From an optimization exercise on the open Yosys and OpenROAD flow, aimed at small area and a short achievable clock period; shortcuts taken in it are not production practice.
Where RTL was checked, it was by simulation tests only, not by an equivalence proof against the original.
No activity file was given, so power comes from the tool's default toggle rates.

## zinc
## OV7670
module OV7670(
	input Reset,
	output reg [11:0]  PixelData,
	output [14:0] PAddress,
	output reg WPixel,
	input Pclock,
	input Href,
	input Vsync,
	input [7:0] Data,
	output reg [1:0] Promedio,
	output reg [1:0] Forma
);
	reg Href_prev, VSync_prev, Sync;
	reg [7:0] XPixel, YPixel;
	reg [10:0] PAhi;             
	reg [1:0] fcol;              
	reg fk;                      
	reg rgtg, ggtr;              
	reg [3:0] cM;                
	reg armW, armR, armG, armB;  
	reg fresh;                   
	reg [2:0] fd;                
	reg gRG, gGR, gRB, gBR, gGB, gBG;  
	assign PAddress = {PAhi, XPixel[3:0]};
	wire vs_rise = Vsync & ~VSync_prev;
	wire fall    = ~Vsync & ~Href & Href_prev;
	wire hi_byte = ~Vsync & Href & ~Sync;
	wire lo_byte = ~Vsync & Href & Sync;
	wire clr = Reset | vs_rise;
	wire [7:0] xp1, yp1;
	wire x_all1, y_all1;
	OV7670_inc #(8) ix(.q(XPixel), .en(1'b1), .y(xp1), .all1(x_all1));
	OV7670_inc #(8) iy(.q(YPixel), .en(1'b1), .y(yp1), .all1(y_all1));
	wire x_ge175 = XPixel[7] & (XPixel[6] | XPixel[5] & (XPixel[4] | (&XPixel[3:0])));
  ...
==> flow/config.mk <==
export PLATFORM = sky130hd
export DESIGN_NAME = OV7670
export DESIGN_NICKNAME = OV7670
export VERILOG_FILES = /design/flow/design.v
export SDC_FILE = /design/flow/constraint.sdc
export NUM_CORES = 4
export LEC_CHECK = 0
export CAP_MARGIN = 10
export CORE_MARGIN = 2
export CORE_UTILIZATION = 40
export CTS_BUF_LIST = sky130_fd_sc_hd__clkbuf_8
export SETUP_SLACK_MARGIN = 5
export SLEW_MARGIN = 10
==> flow/constraint.sdc <==
create_clock -name core_clock -period 8.0 [get_ports {Pclock}]
set_input_delay 1.6000 -clock core_clock [delete_from_list [all_inputs] [get_ports {Pclock}]]
set_output_delay 1.6000 -clock core_clock [all_outputs]
set_load 0.01 [all_outputs]
standard.sh (not shown) runs the stock make flow with config.mk's settings and CLKGATE_MAP_FILE= SYNTH_SCRIPT=/design/flow/synth_recipe.tcl, a recipe that flattens the netlist after the stock synthesis.
==> flow/flow/run.sh <==
#!/bin/bash
# The standard layout, except that:
#  - the combinational logic of the standard synthesis is mapped again by ABC
#    with an area-recovering script (registers, their names and cell types
#    are untouched);
#  - the input and output ports get plain buffers instead of the default
#    delay buffer.
set -euo pipefail
W=$PWD
R=$W/orfs/results/sky130hd/OV7670/base
LIB=/OpenROAD-flow-scripts/flow/platforms/sky130hd/lib/sky130_fd_sc_hd__tt_025C_1v80.lib
YOSYS=/OpenROAD-flow-scripts/tools/install/yosys/bin/yosys
BP='BUFFER_PORTS_ARGS=-buffer_cell sky130_fd_sc_hd__buf_2'
bash standard.sh "$BP" $R/1_2_yosys.v > standard_synth.log 2>&1
cp $R/1_2_yosys.v $W/synth_standard.v
# combinational cells of the library as logic, for the re-mapping
$YOSYS -q -p "read_liberty -ignore_miss_func $LIB; delete *df* *dl* *sdf* *edf* *probe* *lpflow* *conb*; write_verilog -noattr $W/cells_comb.v" > cells_comb.log 2>&1
cat > $W/reabc.ys <<EOY
read_liberty -lib $LIB
read_verilog $W/synth_standard.v
hierarchy -top OV7670
techmap -map $W/cells_comb.v
techmap
opt -fast
opt_clean
abc -script $W/flow/reabc.script -liberty $LIB -D 3000 -dont_use sky130_fd_sc_hd__probe_p_8 -dont_use sky130_fd_sc_hd__probec_p_8 -dont_use sky130_fd_sc_hd__lpflow_bleeder_1 -dont_use sky130_fd_sc_hd__lpflow_clkbufkapwr_1 -dont_use sky130_fd_sc_hd__lpflow_clkbufkapwr_16 -dont_use sky130_fd_sc_hd__lpflow_clkbufkapwr_2 -dont_use sky130_fd_sc_hd__lpflow_clkbufkapwr_4 -dont_use sky130_fd_sc_hd__lpflow_clkbufkapwr_8 -dont_use sky130_fd_sc_hd__lpflow_clkinvkapwr_1 -dont_use sky130_fd_sc_hd__lpflow_clkinvkapwr_16 -dont_use sky130_fd_sc_hd__lpflow_clkinvkapwr_2 -dont_use sky130_fd_sc_hd__lpflow_clkinvkapwr_4 -dont_use sky130_fd_sc_hd__lpflow_clkinvkapwr_8 -dont_use sky130_fd_sc_hd__lpflow_decapkapwr_12 -dont_use sky130_fd_sc_hd__lpflow_decapkapwr_3 -dont_use sky130_fd_sc_hd__lpflow_decapkapwr_4 -dont_use sky130_fd_sc_hd__lpflow_decapkapwr_6 -dont_use sky130_fd_sc_hd__lpflow_decapkapwr_8 -dont_use sky130_fd_sc_hd__lpflow_inputiso0n_1 -dont_use sky130_fd_sc_hd__lpflow_inputiso0p_1 -dont_use sky130_fd_sc_hd__lpflow_inputiso1n_1 -dont_use sky130_fd_sc_hd__lpflow_inputiso1p_1 -dont_use sky130_fd_sc_hd__lpflow_inputisolatch_1 -dont_use sky130_fd_sc_hd__lpflow_isobufsrc_1 -dont_use sky130_fd_sc_hd__lpflow_isobufsrc_16 -dont_use sky130_fd_sc_hd__lpflow_isobufsrc_2 -dont_use sky130_fd_sc_hd__lpflow_isobufsrc_4 -dont_use sky130_fd_sc_hd__lpflow_isobufsrc_8 -dont_use sky130_fd_sc_hd__lpflow_isobufsrckapwr_16 -dont_use sky130_fd_sc_hd__lpflow_lsbuf_lh_hl_isowell_tap_1 -dont_use sky130_fd_sc_hd__lpflow_lsbuf_lh_hl_isowell_tap_2 -dont_use sky130_fd_sc_hd__lpflow_lsbuf_lh_hl_isowell_tap_4 -dont_use sky130_fd_sc_hd__lpflow_lsbuf_lh_isowell_4 -dont_use sky130_fd_sc_hd__lpflow_lsbuf_lh_isowell_tap_1 -dont_use sky130_fd_sc_hd__lpflow_lsbuf_lh_isowell_tap_2 -dont_use sky130_fd_sc_hd__lpflow_lsbuf_lh_isowell_tap_4 
opt_clean -purge
hilomap -singleton -hicell sky130_fd_sc_hd__conb_1 HI -locell sky130_fd_sc_hd__conb_1 LO
insbuf -buf sky130_fd_sc_hd__buf_4 A X
splitnets
opt_clean -purge
stat -liberty $LIB
check -assert -mapped
write_verilog -noattr -nohex -nodec $R/1_2_yosys.v
EOY
$YOSYS -s $W/reabc.ys > reabc.log 2>&1
bash standard.sh "$BP" finish > standard_finish.log 2>&1
Other scripts of this flow, unchanged in this note and not shown: flow/flow/reabc.script
diff inputs: zinc => tundra
-- flow/flow/run.sh --
<<< zinc, line 6
>>> tundra, line 6
#  - timing repair aims at a setup slack of 5.15 ns;
<<< zinc, line 37
bash standard.sh "$BP" finish > standard_finish.log 2>&1
>>> tundra, line 38
bash standard.sh "$BP" SETUP_SLACK_MARGIN=5.15 finish > standard_finish.log 2>&1
-- flow/config.mk --
<<< zinc, line 11
export CTS_BUF_LIST = sky130_fd_sc_hd__clkbuf_8
>>> tundra, line 11
export CTS_BUF_LIST = sky130_fd_sc_hd__clkbuf_4 sky130_fd_sc_hd__clkbuf_8
tundra ends up with a clock skew that is 0.0057 ns lower than in zinc. Buffer count from post-CTS setup fixing | tundra above zinc. tundra vs zinc, non-clock inverter total of the final layout went up by about 2.8%. The share of cells above drive strength 1 in tundra was higher than what zinc gave. From zinc to tundra the numbers moved as follows: total routed wire length on the met1 layer increased 610 um, clock power share rose by 1.6 points, area of all placed cells without fillers went up about 4%, combinational power picked up an extra about 10%, clock latency on the worst-skew pair ~0 delta. Worst setup path startpoint = Vsync: zinc; worst setup path startpoint = Data[5]: tundra. Summary of tundra over zinc: sequential share of layout area decreased 1.4 points; post-route non-filler standard cell count increased 20.
Edits applied to the flow inputs when going from tundra to cedar:
-- flow/flow/run.sh --
<<< tundra, line 6
#  - timing repair aims at a setup slack of 5.15 ns;
>>> cedar, line 6
<<< tundra, line 38
bash standard.sh "$BP" SETUP_SLACK_MARGIN=5.15 finish > standard_finish.log 2>&1
>>> cedar, line 37
bash standard.sh "$BP" finish > standard_finish.log 2>&1
### Flow results
- Diff tundra -> cedar: time the final worst path needs with I/O delays and setup moved up; proportion of cell area occupied by registers moved up; setup slack after layout moved down.
- Multi-input gate share of total cell area across tundra and cedar: no real change.
- cedar: largest fanout of any net on the critical path higher than tundra
- Summary of cedar over tundra: final area -about 4%; non-clock buffer share of cell area went down by 1.4 points; buffer count excluding the clock tree in the final layout shrank by 20; total power went down by 0.073 mW.
- Comparing tundra and cedar, the higher final cell count was measured on tundra.

========
Setup of build 61:
Another version of the RTL of OV7670 (not shown whole).
For scale: ~1300 cells after synthesis, ~190 flip-flops, ~11000 µm² of cells after synthesis.
clock: 8.0 ns
lec_check: 0
cap_margin: 10
core_margin: 2
core_utilization: 40
cts_buf_list: sky130_fd_sc_hd__clkbuf_4 sky130_fd_sc_hd__clkbuf_8
setup_slack_margin: 5
slew_margin: 10
==> flow/flow/run.sh <==
#!/bin/bash
# The standard layout, with plain buffers (instead of the default delay
# buffer) on the input and output ports, and timing repair aimed at a
# setup slack of 5.2 ns.
set -euo pipefail
bash standard.sh 'BUFFER_PORTS_ARGS=-buffer_cell sky130_fd_sc_hd__buf_2' SETUP_SLACK_MARGIN=5.2 finish > standard.log 2>&1
Inputs modified between build 61 and build 65:
==> flow/flow/run.sh <==
#!/bin/bash
# The standard layout, with plain buffers (instead of the default delay
# buffer) on the input and output ports, and timing repair aimed at a
# setup slack of 5.1 ns.
set -euo pipefail
bash standard.sh 'BUFFER_PORTS_ARGS=-buffer_cell sky130_fd_sc_hd__buf_2' SETUP_SLACK_MARGIN=5.1 finish > standard.log 2>&1
Notes after the runs:
- Lower total detailed-routing wirelength was reported by build 65, not build 61.
- Comparing number of buffers outside the clock class in the layout for build 61 and build 65, the bigger number came from build 61.
- Between build 65 and build 61, it is build 65 whose largest stage delay on the critical path is higher, by 0.09 ns.
Inputs modified between build 65 and build 97:
==> flow/flow/run.sh <==
#!/bin/bash
# The standard layout, with plain buffers (instead of the default delay
# buffer) on the input and output ports.
set -euo pipefail
bash standard.sh 'BUFFER_PORTS_ARGS=-buffer_cell sky130_fd_sc_hd__buf_2' finish > standard.log 2>&1
Findings:
Build 97 went all the way through the flow, and no timing, DRC or antenna check failed.
~same total power in build 97 and build 65
On build 97: worst setup slack is 0.23 ns lower than what build 65 gave.
In terms of clock insertion delay at the later pin of the skew report, build 97 and build 65 differ only marginally.
Build 97 vs build 65 — areal power density over the cells rose 1.4%.
Against build 65, build 97 comes in 0.60 points higher on sequential share of layout area.
Build 97 vs build 65 — post-route non-filler standard cell count dropped slightly
Changes observed in build 97 relative to build 65: non-clock buffer area fraction after layout fell 0.28 points, routed wire length decreased about 2.7%, synthesized cell count essentially unchanged, post-layout instance area has decreased.
Against build 65, build 97 comes in about 1.8% lower on global-route wire length before repair.
No run of this note included a check of the RTL's function; only the layout flow was run.

========
OV7670 with an RTL version that a note above also has.
Size: ~1,200 cells after synthesis, roughly 44 I/O pins.
==> flow/design.v (excerpt) <==
module OV7670(
	input Reset,
	output reg [11:0]  PixelData,
	output [14:0] PAddress,
	output reg WPixel,
	input Pclock,
	input Href,
	input Vsync,
	input [7:0] Data,
	output reg [1:0] Promedio,
	output reg [1:0] Forma
);
	reg Href_prev, VSync_prev, Sync;
	reg [7:0] XPixel, YPixel;
	reg [10:0] PAhi;             
	reg [1:0] fcol;              
	reg fk;                      
	reg rgtg, ggtr;              
	reg [3:0] cM;                
	reg armW, armR, armG, armB;  
	reg fresh;                   
	reg [2:0] fd;                
	reg gRG, gGR, gRB, gBR, gGB, gBG;  
	assign PAddress = {PAhi, XPixel[3:0]};
	wire vs_rise = Vsync & ~VSync_prev;
	wire fall    = ~Vsync & ~Href & Href_prev;
	wire hi_byte = ~Vsync & Href & ~Sync;
	wire lo_byte = ~Vsync & Href & Sync;
	wire clr = Reset | vs_rise;
	wire [7:0] xp1, yp1;
	wire x_all1, y_all1;
	OV7670_inc #(8) ix(.q(XPixel), .en(1'b1), .y(xp1), .all1(x_all1));
	OV7670_inc #(8) iy(.q(YPixel), .en(1'b1), .y(yp1), .all1(y_all1));
	wire x_ge175 = XPixel[7] & (XPixel[6] | XPixel[5] & (XPixel[4] | (&XPixel[3:0])));
	wire x_gt175 = XPixel[7] & (XPixel[6] | XPixel[5] & XPixel[4]);
	wire y_ge143 = YPixel[7] & (YPixel[6] | YPixel[5] | YPixel[4] | (&YPixel[3:0]));
	wire y_gt143 = YPixel[7] & (YPixel[6] | YPixel[5] | YPixel[4]);
	wire x_out_inc = x_ge175 & ~x_all1;
	wire y_out_inc = y_ge143 & ~y_all1;
	wire pd_zero = ~Vsync & (fall ? y_out_inc : (y_gt143 | (lo_byte ? x_out_inc : x_gt175)));
	wire x_lo15 = &XPixel[3:0];
	wire [6:0] U = PAhi[10:4];
	wire [3:0] L = PAhi[3:0];
	wire [6:0] u_up, u_dn;
	wire u_all1;
	OV7670_inc #(7) iu(.q(U), .en(1'b1), .y(u_up), .all1(u_all1));
	OV7670_updn #(7) du(.q(U), .up(1'b0), .dn(1'b1), .y(u_dn));
	wire [4:0] li = {1'b0, L} + 5'd1;
	wire [6:0] ui = li[4] ? (x_all1 ? U : u_up) : (x_all1 ? u_dn : U);
	wire [10:0] pa_inc = {ui, li[3:0]};
	wire [3:0] x4 = XPixel[7:4];
	wire [3:0] lfs = L + 4'd11 - x4;
	wire [4:0] x4p4 = {1'b0, x4} + 5'd4;
	wire fup;
  ...
export LEC_CHECK = 0
export CAP_MARGIN = 10
export CORE_MARGIN = 2
export CORE_UTILIZATION = 40
export CTS_BUF_LIST = sky130_fd_sc_hd__clkbuf_4 sky130_fd_sc_hd__clkbuf_8
export SLEW_MARGIN = 10
create_clock -name core_clock -period 8.0 [get_ports {Pclock}]
==> flow/flow/run.sh <==
#!/bin/bash
# The standard layout, with plain buffers (instead of the default delay
# buffer) on the input and output ports.
set -euo pipefail
bash standard.sh 'BUFFER_PORTS_ARGS=-buffer_cell sky130_fd_sc_hd__buf_2' finish > standard.log 2>&1
The first run went through all stages and came out clean.
Change:
CAP_MARGIN = 0   (was 10)
SETUP_SLACK_MARGIN = 5   (was not set)
SLEW_MARGIN = 0   (was 10)
The changed run completed with no timing, DRC or antenna violations.
Maximum frequency is higher by 30%.
Final cell count is higher by 0.64%.
Combinational power is higher by about 6%.
Core utilization is higher by 0.79 points.
Via count is higher by 0.79%.
Change:
CAP_MARGIN = 20   (was 0)
CORE_UTILIZATION = 65   (was 40)
CTS_BUF_LIST = not set   (was sky130_fd_sc_hd__clkbuf_4 sky130_fd_sc_hd__clkbuf_8)
PLACE_DENSITY = 0.75   (was not set)
SLEW_MARGIN = 20   (was 0)
=> The changed run went through all stages and came out clean; routed wire length is lower slightly; clock-buffer cell count is lower by 3; worst setup slack degrades by 0.040 ns; hold slack degrades by 0.0099 ns.
Change:
CORE_UTILIZATION = 40   (was 65)
PLACE_DENSITY = not set   (was 0.75)
The changed run went through all stages and came out clean.
Worst hold slack improved by 0.0055 ns.
Via count shrinks by about 2%.
Synthesized cell count is unchanged.
Synthesized area does not change.
Fmax grows by about 1%.
Total power shrinks by about 4%.

========
Another version of the RTL of OV7670 (not shown whole).
Size: about 1400 cells after synthesis, about 170 flip-flops, roughly 44 I/O pins, about 11000 µm² of cells after synthesis.
Settings: LEC_CHECK=0, CAP_MARGIN=20, CORE_MARGIN=2, CORE_UTILIZATION=40, SLEW_MARGIN=20; clock period 8.0 ns.
run.sh (not shown) runs the stock make flow with config.mk's settings and CLKGATE_MAP_FILE= SYNTH_SCRIPT=/design/flow/synth_recipe.tcl, a recipe that flattens the netlist after the stock synthesis.
Stock flow here: none of the scripts above is used.
The first run went through all stages and came out clean.
Rerun with:
SETUP_SLACK_MARGIN = 5   (was not set)
Outcome: Count of clock-buffer cells in the layout is higher by 1. Area after synthesis stays the same. Worst hold slack stays flat. Combinational power is higher by about a fifth. Setup slack is better by 2.1 ns. Final area is higher by about a fifth.
No functional check of the RTL was part of any run of this note.

static timing again, ports no longer ideal:
In the flow no input, the clock included, has a driving cell. The finished layouts below were timed again as built, in two steps. Step 1, drivers: a clkbuf_16 drives Pclock and a buf_2 each remaining input, both assumed. Step 2 adds t to the input delays and takes it off the output delays; t is the mean of the earliest and latest rising clock arrival at the registers after step 1. Input paths then give back, and output paths get back, about the clock's delay inside the block. a / b / c = ideal / step 1 / step 2; a / b = the first two.
| run | t, ns | setup slack, ns | worst setup path after step 2 | worst slew at a driven data input, ns | cell pins on the clock port's net |
|---|---|---|---|---|---|
| zinc | 0.524 | 5.070 / 5.093 / 4.569 | input to register | 0.03 | 1 |
| tundra | 0.512 | 5.167 / 5.190 / 4.678 | input to register | 0.03 | 1 |
| cedar | 0.524 | 5.070 / 5.093 / 4.569 | input to register | 0.03 | 1 |
| build 61 | 0.520 | 5.194 / 5.207 / 4.688 | input to register | 0.05 | 1 |
| build 65 | 0.508 | 5.179 / 5.156 / 4.692 | input to register | 0.04 | 1 |
| build 97 | 0.523 | 4.951 / 4.962 / 4.439 | input to register | 0.04 | 1 |
| the first run of note 3 | 0.506 | 4.196 / 4.204 / 3.699 | input to register | 0.04 | 1 |
| the second run of note 3 | 0.509 | 5.076 / 5.089 / 4.580 | input to register | 0.04 | 1 |
| the third run of note 3 | 0.479 | 5.036 / 5.061 / 4.582 | input to register | 0.03 | 1 |
| the fourth run of note 3 | 0.477 | 5.066 / 5.093 / 4.617 | input to register | 0.04 | 1 |
| the first run of note 4 | 0.482 | 2.280 / 2.293 / 1.810 | input to register | 0.07 | 1 |
| the second run of note 4 | 0.477 | 4.414 / 4.414 / 3.953 | input to register | 0.06 | 1 |
After both steps setup and hold are still met in every run listed. For build 97, which loses most, drivers alone change the setup slack by +0.011 ns; drivers and shift together by -0.512 ns.
